What follows belongs to an exercise in optimizing a design on an open flow for small area; a production flow would make more cautious choices.
Function was checked by simulation only, so behaviour that the tests miss may differ from the original.
Power and IR drop assume default switching activity.

==> run a: inputs <==
==> flow/design.v <==
module sd_card_top
#(
	parameter  SPI_LOW_SPEED_DIV = 248,
	parameter  SPI_HIGH_SPEED_DIV = 0
)
(
	input            clk,
	input            rst,
	output           SD_nCS,
	output           SD_DCLK,
	output           SD_MOSI,
	input            SD_MISO,
	output reg       sd_init_done,
	input            sd_sec_read,
	input[31:0]      sd_sec_read_addr,
	output reg[7:0]  sd_sec_read_data,
	output reg       sd_sec_read_data_valid,
	output           sd_sec_read_end,
	input            sd_sec_write,
	input[31:0]      sd_sec_write_addr,
	input[7:0]       sd_sec_write_data,
	output           sd_sec_write_data_req,
	output           sd_sec_write_end
);
localparam [3:0] S_CMD0 = 4'b0000, S_CMD8 = 4'b0001, S_CMD55 = 4'b0010, S_CMD41 = 4'b0011,
	S_CMD16 = 4'b0100, S_CMD17 = 4'b0110, S_CMD24 = 4'b0111,
	S_IDLE = 4'b1000, S_WRW = 4'b1001, S_REND = 4'b1010, S_WEND = 4'b1011,
	S_READ = 4'b1100, S_WRITE = 4'b1101;
localparam [4:0] C_IDLE = 5'b00000, C_WAIT = 5'b00001, C_ERR = 5'b00010, C_ENDE = 5'b00011,
	C_END = 5'b00100, C_RACK = 5'b00110, C_WACK = 5'b00111,
	C_PRE = 5'b01000, C_RWAIT = 5'b01001, C_WTOK = 5'b01010, C_WSUC = 5'b01100, C_WBUSY = 5'b01101,
	C_WD0 = 5'b10100,
	C_INIT = 5'b11000, C_CMD = 5'b11001, C_CDATA = 5'b11010, C_READ = 5'b11011,
	C_WD1 = 5'b11100, C_WCRC = 5'b11101;
reg  [3:0]  ss;
reg  [4:0]  cs;
reg         req;         
reg         wr_req;      
reg  [31:0] addr;        
reg  [15:0] bc;          
reg         ncs;
localparam [4:0] H_LAST = 5'd16, H_AW = 5'd18, H_IDLE = 5'd20, H_RST = 5'd21;
reg  [4:0] h;
reg        ccf;          
reg  [7:0] rx;           
reg        mosi_q;       
wire edge_c = sd_init_done ? ccf : (addr[7:0] == 8'hec);
wire active = ~h[4] | (h == H_LAST);
wire ack    = (h == H_LAST) & edge_c;
reg  [2:0] idx;
always @(*)
	case (h[3:0])
		4'd0, 4'd1, 4'd2: idx = 3'd7;
		4'd3, 4'd4:       idx = 3'd6;
		4'd5, 4'd6:       idx = 3'd5;
		4'd7, 4'd8:       idx = 3'd4;
		4'd9, 4'd10:      idx = 3'd3;
		4'd11, 4'd12:     idx = 3'd2;
		4'd13, 4'd14:     idx = 3'd1;
		default:          idx = 3'd0;
	endcase
wire [7:0] tbyte;
assign SD_MOSI = h[4] ? mosi_q : tbyte[idx];
assign SD_DCLK = ~h[0];
wire [4:0] h_n = (h[4] & h[0]) | (h == H_AW) ? H_IDLE :
                 (h == H_IDLE) ? ((cs[3] & wr_req) ? 5'd0 : H_IDLE) :
                 edge_c ? ((h == H_LAST) ? H_AW : h + 5'd1) : h;
always @(posedge clk or posedge rst)
	if (rst) begin
		h[4] <= 1'b1;
		h[0] <= 1'b1;
		mosi_q <= 1'b0;
	end else begin
		h[4] <= h_n[4];
		h[0] <= h_n[0];
		mosi_q <= SD_MOSI;
	end
always @(posedge clk)
	h[3:1] <= h_n[3:1];
always @(posedge clk) begin
	ccf <= active & ~ccf;
	if (~h[4] & edge_c & h[0]) rx <= {rx[6:0], SD_MISO};
end
wire bc_511  = bc[3] & bc[4] & ~bc[5] & ~bc[9] & bc[12] & bc[14];     
wire bc_512  = bc[0] & bc[4] & ~bc[6] & ~bc[10] & ~bc[11] & bc[13];  
wire bc_513  = bc[1] & bc[5] & ~bc[7] & ~bc[11] & ~bc[12] & bc[14];   
wire bc_last = (bc == 16'h8000);
wire bc_lo   = (bc[15:5] == 11'd0);
assign SD_nCS = ncs;
assign sd_sec_read_end = (ss == S_REND);
assign sd_sec_write_end = (ss == S_WEND);
assign sd_sec_write_data_req = (cs == C_WD0);
wire r1 = (ss == S_CMD0) | (ss == S_CMD8) | (ss == S_CMD55);
wire r1_ok = (rx[7:1] == 7'd0) & (rx[0] == r1);
wire cs_ackst = ~cs[4] & ~cs[3] & cs[2];    
always @(posedge clk)
	req <= (~ss[3] | ss[2]) & ~cs_ackst;
always @(posedge clk or posedge rst)
	if (rst) begin
		ss <= S_IDLE;
		sd_init_done <= 1'b0;
	end else begin
		if (ss == S_CMD41 && cs == C_END) sd_init_done <= 1'b1;
		case (ss)
			S_IDLE:  ss <= S_CMD0;
			S_CMD0:  if (cs == C_END) ss <= S_CMD8;
			S_CMD8:  if (cs == C_END) ss <= S_CMD55;
			S_CMD55: if (cs == C_END) ss <= S_CMD41;
			S_CMD41: if (cs == C_END) ss <= S_CMD16; else if (cs == C_ENDE) ss <= S_CMD55;
			S_CMD16: if (cs == C_END) ss <= S_WRW;   else if (cs == C_ENDE) ss <= S_CMD55;
			S_WRW:   if (sd_sec_write) ss <= S_CMD24; else if (sd_sec_read) ss <= S_CMD17;
			S_CMD24: if (cs == C_END) ss <= S_WRITE;
			S_CMD17: if (cs == C_END) ss <= S_READ;
			S_WRITE: if (cs == C_WACK) ss <= S_WEND;
			S_READ:  if (cs == C_RACK) ss <= S_REND;
			default: ss <= S_WRW;
		endcase
	end
wire a_w = (ss == S_WRW) & sd_sec_write;
wire a_r = (ss == S_WRW) & ~sd_sec_write;
wire a_d = (cs == C_WD1) & ~wr_req;
wire a_h = (ss != S_WRW);
wire a_c = ~sd_init_done & active & ~edge_c;
always @(posedge clk) begin
	addr[31:8] <= ({24{a_w}} & sd_sec_write_addr[31:8]) | ({24{a_r}} & sd_sec_read_addr[31:8]) |
	              ({24{a_h}} & addr[31:8]);
	if (sd_init_done)
		addr[7:0] <= ({8{a_w}} & sd_sec_write_addr[7:0]) | ({8{a_r}} & sd_sec_read_addr[7:0]) |
		             ({8{a_d}} & sd_sec_write_data) | ({8{a_h & ~a_d}} & addr[7:0]);
	else
		addr[7:0] <= {8{a_c}} & {addr[6:0], ~(addr[7] ^ addr[5] ^ addr[4] ^ addr[3])};
end
wire rw  = (cs == C_CMD) & (ss[2:1] == 2'b11);
wire ab1 = rw & bc_lo & (bc[4:0] == 5'h01);
wire ab2 = rw & bc_lo & (bc[4:0] == 5'h02);
wire ab3 = rw & bc_lo & (bc[4:0] == 5'h04);
wire ab4 = (rw & bc_lo & (bc[4:0] == 5'h08)) | (cs == C_WD1);
reg [7:0] cconst;
always @(*) begin
	cconst = 8'hff;
	if (cs == C_WTOK)
		cconst = 8'hfe;
	else if (cs == C_WD1)
		cconst = 8'h00;
	else if (cs == C_CMD && bc_lo)
		case (bc[4:0])
			5'h00: case (ss)
				S_CMD0:  cconst = 8'h40;
				S_CMD8:  cconst = 8'h48;
				S_CMD55: cconst = 8'h77;
				S_CMD41: cconst = 8'h69;
				S_CMD16: cconst = 8'h50;
				S_CMD17: cconst = 8'h51;
				default: cconst = 8'h58;
			endcase
			5'h01: cconst = (ss == S_CMD41) ? 8'h40 : 8'h00;
			5'h02: cconst = 8'h00;
			5'h04: cconst = (ss == S_CMD8) ? 8'h01 : (ss == S_CMD16) ? 8'h02 : 8'h00;
			5'h08: cconst = (ss == S_CMD8) ? 8'haa : 8'h00;
			5'h10: cconst = (ss == S_CMD0) ? 8'h95 : (ss == S_CMD8) ? 8'h87 : 8'hff;
			default: cconst = 8'hff;
		endcase
end
assign tbyte = cconst | ({8{ab1}} & addr[31:24]) | ({8{ab2}} & addr[23:16]) |
               ({8{ab3}} & addr[15:8]) | ({8{ab4}} & addr[7:0]);
reg [4:0] cn;
always @(*) begin
	cn = cs;
	case (cs)
		C_IDLE:  cn = C_INIT;
		C_INIT:  if (ack & bc[9]) cn = C_WAIT;
		C_WAIT:  if (req) cn = (ss == S_READ) ? C_RWAIT : (ss == S_WRITE) ? C_WTOK : C_PRE;
		C_PRE:   if (ack) cn = C_CMD;
		C_CMD:   if (ack) begin
				if (bc_last | (~r1_ok & ~rx[7])) cn = C_ERR;
				else if (r1_ok) cn = (ss == S_CMD8) ? C_CDATA : C_END;
			end
		C_CDATA: if (ack & bc[2]) cn = C_END;
		C_RWAIT: if (ack & (rx == 8'hfe)) cn = C_READ;
		C_READ:  if (ack & bc_513) cn = C_RACK;
		C_WTOK:  if (ack) cn = C_WD0;
		C_WD0:   cn = C_WD1;
		C_WD1:   if (ack) cn = bc_511 ? C_WCRC : C_WD0;
		C_WCRC:  if (ack & bc[0]) cn = C_WSUC;
		C_WSUC:  if (ack & (rx[4:0] == 5'b00101)) cn = C_WBUSY;
		C_WBUSY: if (ack & (&rx)) cn = C_WACK;
		C_ERR:   cn = C_ENDE;
		default: cn = C_WAIT;
	endcase
end
always @(posedge clk or posedge rst)
	if (rst) begin
		cs <= C_IDLE;
		ncs <= 1'b1;
		sd_sec_read_data_valid <= 1'b0;
		sd_sec_read_data <= 8'd0;
	end else begin
		cs <= cn;
		if (cs == C_PRE) ncs <= 1'b1;
		else if (cs == C_CMD) ncs <= 1'b0;
		sd_sec_read_data_valid <= (cs == C_READ) & ~bc_512 & ~bc_513 & ack;
		if (cs == C_READ && ack) sd_sec_read_data <= rx;
	end
wire bc_clr = ~cs[4] |
              ((cs == C_CMD) & ack & r1_ok & (ss == S_CMD8)) |
              ((cs == C_WD1) & ack & bc_511);
always @(posedge clk)
	wr_req <= cs[3];
always @(posedge clk)
	if (bc_clr) bc <= 16'd0;
	else if (ack) bc <= {bc[14:0], bc[15] ^ bc[13] ^ bc[12] ^ bc[10] ^ (bc[14:0] == 15'd0)};
endmodule
==> flow/flow/run.sh <==
#!/bin/bash
# Own layout flow: the standard layout (standard.sh, all ORFS steps) with these changes:
#  1. synthesis maps logic with an area-oriented ABC script (flow/area.abc) instead of
#     ORFS's speed script; everything else in synthesis (registers included) is unchanged;
#  2. clock tree synthesis uses clkbuf_8 buffers and inserts no dummy loads (CTS_ARGS);
#  3. every input and output port still gets its own buffer, but a buf_1 (BUFFER_PORTS_ARGS).
# Each tool's output is in the ORFS logs under orfs/logs/; make's own output is in flow_make.log.
set -euo pipefail
W=$(pwd)
F="$W/flow"
cat > "$W/own_synth.tcl" <<EOT
# The standard flow's synthesis (synth_recipe.tcl), with abc's -script and -D replaced by flow/area.abc
proc abc {args} {
  set out {}
  set skip 0
  foreach a \$args {
    if {\$skip} { set skip 0; continue }
    if {\$a eq "-script" || \$a eq "-D"} { set skip 1; continue }
    lappend out \$a
  }
  yosys abc -script $F/area.abc {*}\$out
}
source $W/synth_recipe.tcl
EOT
sed "s#SYNTH_SCRIPT=[^ ]*synth_recipe.tcl#SYNTH_SCRIPT=$W/own_synth.tcl#" "$W/standard.sh" > "$W/own_standard.sh"
grep -q "SYNTH_SCRIPT=$W/own_synth.tcl" "$W/own_standard.sh"
export BUFFER_PORTS_ARGS="-inputs -outputs -buffer_cell sky130_fd_sc_hd__buf_1"
export CTS_ARGS="-sink_clustering_enable -repair_clock_nets -dont_use_dummy_load -buf_list sky130_fd_sc_hd__clkbuf_8 -root_buf sky130_fd_sc_hd__clkbuf_8"
bash "$W/own_standard.sh" > "$W/flow_make.log" 2>&1
==> flow/flow/area.abc <==
strash
dc2
&get -n
&deepsyn -T 30
&nf -a -R 1000
&put
mfs3 -ae
topo
==> flow/standard.sh <==
#!/bin/bash
# synth_recipe.tcl (not shown) runs the flow's synth.tcl, then flattens the netlist and writes it again
# the make line also repeats each setting of config.mk as NAME=value (left out here)
make -C /OpenROAD-flow-scripts/flow DESIGN_CONFIG=/design/flow/config.mk WORK_HOME=/design/flow/orfs CLKGATE_MAP_FILE= SYNTH_SCRIPT=/design/flow/synth_recipe.tcl "${@:-finish}"
==> flow/config.mk <==
export PLATFORM = sky130hd
export DESIGN_NAME = sd_card_top
export DESIGN_NICKNAME = sd_card_top
export VERILOG_FILES = /design/flow/design.v
export SDC_FILE = /design/flow/constraint.sdc
export NUM_CORES = 4
export LEC_CHECK = 0
export CAP_MARGIN = 0
export CORE_MARGIN = 2
export CORE_UTILIZATION = 60
export GPL_TIMING_DRIVEN = 0
export SLEW_MARGIN = 0
==> flow/constraint.sdc <==
create_clock -name core_clock -period 5.0 [get_ports {clk}]
set_input_delay 1.0000 -clock core_clock [delete_from_list [all_inputs] [get_ports {clk}]]
set_output_delay 1.0000 -clock core_clock [all_outputs]
set_load 0.01 [all_outputs]
==> run b (differences from run a) <==
--- a/flow/design.v
+++ b/flow/design.v
@@ -63,19 +63,17 @@
 assign SD_MOSI = h[4] ? mosi_q : tbyte[idx];
 assign SD_DCLK = ~h[0];
-wire [4:0] h_n = (h[4] & h[0]) | (h == H_AW) ? H_IDLE :
-                 (h == H_IDLE) ? ((cs[3] & wr_req) ? 5'd0 : H_IDLE) :
-                 edge_c ? ((h == H_LAST) ? H_AW : h + 5'd1) : h;
 always @(posedge clk or posedge rst)
 	if (rst) begin
-		h[4] <= 1'b1;
-		h[0] <= 1'b1;
+		h <= H_RST;
 		mosi_q <= 1'b0;
 	end else begin
-		h[4] <= h_n[4];
-		h[0] <= h_n[0];
 		mosi_q <= SD_MOSI;
+		if (h == H_RST || h == H_AW)
+			h <= H_IDLE;
+		else if (h == H_IDLE) begin
+			if (cs[3] & wr_req) h <= 5'd0;
+		end else if (edge_c)
+			h <= (h == H_LAST) ? H_AW : h + 5'd1;
 	end
-always @(posedge clk)
-	h[3:1] <= h_n[3:1];
 always @(posedge clk) begin
 	ccf <= active & ~ccf;
@@ -192,4 +190,5 @@
 	if (rst) begin
 		cs <= C_IDLE;
+		wr_req <= 1'b0;
 		ncs <= 1'b1;
 		sd_sec_read_data_valid <= 1'b0;
@@ -197,4 +196,5 @@
 	end else begin
 		cs <= cn;
+		wr_req <= cs[3];
 		if (cs == C_PRE) ncs <= 1'b1;
 		else if (cs == C_CMD) ncs <= 1'b0;
@@ -206,6 +206,4 @@
               ((cs == C_WD1) & ack & bc_511);
 always @(posedge clk)
-	wr_req <= cs[3];
-always @(posedge clk)
 	if (bc_clr) bc <= 16'd0;
 	else if (ack) bc <= {bc[14:0], bc[15] ^ bc[13] ^ bc[12] ^ bc[10] ^ (bc[14:0] == 15'd0)};
--- a/flow/flow/run.sh
+++ b/flow/flow/run.sh
@@ -3,5 +3,5 @@
 #  1. synthesis maps logic with an area-oriented ABC script (flow/area.abc) instead of
 #     ORFS's speed script; everything else in synthesis (registers included) is unchanged;
-#  2. clock tree synthesis uses clkbuf_8 buffers and inserts no dummy loads (CTS_ARGS);
+#  2. clock tree synthesis uses clkbuf_4 buffers (clkbuf_8 at the root) and inserts no dummy loads (CTS_ARGS);
 #  3. every input and output port still gets its own buffer, but a buf_1 (BUFFER_PORTS_ARGS).
 # Each tool's output is in the ORFS logs under orfs/logs/; make's own output is in flow_make.log.
@@ -26,4 +26,4 @@
 grep -q "SYNTH_SCRIPT=$W/own_synth.tcl" "$W/own_standard.sh"
 export BUFFER_PORTS_ARGS="-inputs -outputs -buffer_cell sky130_fd_sc_hd__buf_1"
-export CTS_ARGS="-sink_clustering_enable -repair_clock_nets -dont_use_dummy_load -buf_list sky130_fd_sc_hd__clkbuf_8 -root_buf sky130_fd_sc_hd__clkbuf_8"
+export CTS_ARGS="-sink_clustering_enable -repair_clock_nets -dont_use_dummy_load -buf_list sky130_fd_sc_hd__clkbuf_4 -root_buf sky130_fd_sc_hd__clkbuf_8"
 bash "$W/own_standard.sh" > "$W/flow_make.log" 2>&1
==> summary of the runs <==
In run a the clock skew is higher than in run b, by 0.0039 ns.
In run b the synthesized cell count is lower than in run a, by about 5.4%.
In run b the sequential power is smaller than in run a, by 32%.
Routed wire length is about the same in run b and run a.
In sequential share of layout area, run b and run a hardly differ.
Of run a and run b, run b has the higher utilization (gap 0.42 points).
Setup slack: run a is worse than run b (0.031 ns).

==> separate check: timing with driven ports <==
In the flow no input, the clock included, has a driving cell. The finished layouts below were timed again as built, in two steps.
Step 1 assumes that a clkbuf_16 drives the clock port and a buf_2 every other input.
Step 2 also shifts input and output timing later by t, the mid clock arrival at the registers, as if the neighbouring blocks saw the same clock.
a / b / c = ideal ports / drivers / drivers and shift; a / b = the first two.
run	t (ns)	slack for setup (ns)	slew at the worst register clock pin (ns)
run a	0.372	0.232 / 0.201 / 0.574	0.09 / 0.09
run b	0.363	0.263 / 0.235 / 0.598	0.08 / 0.08
After both steps setup and hold are still met in every run listed.
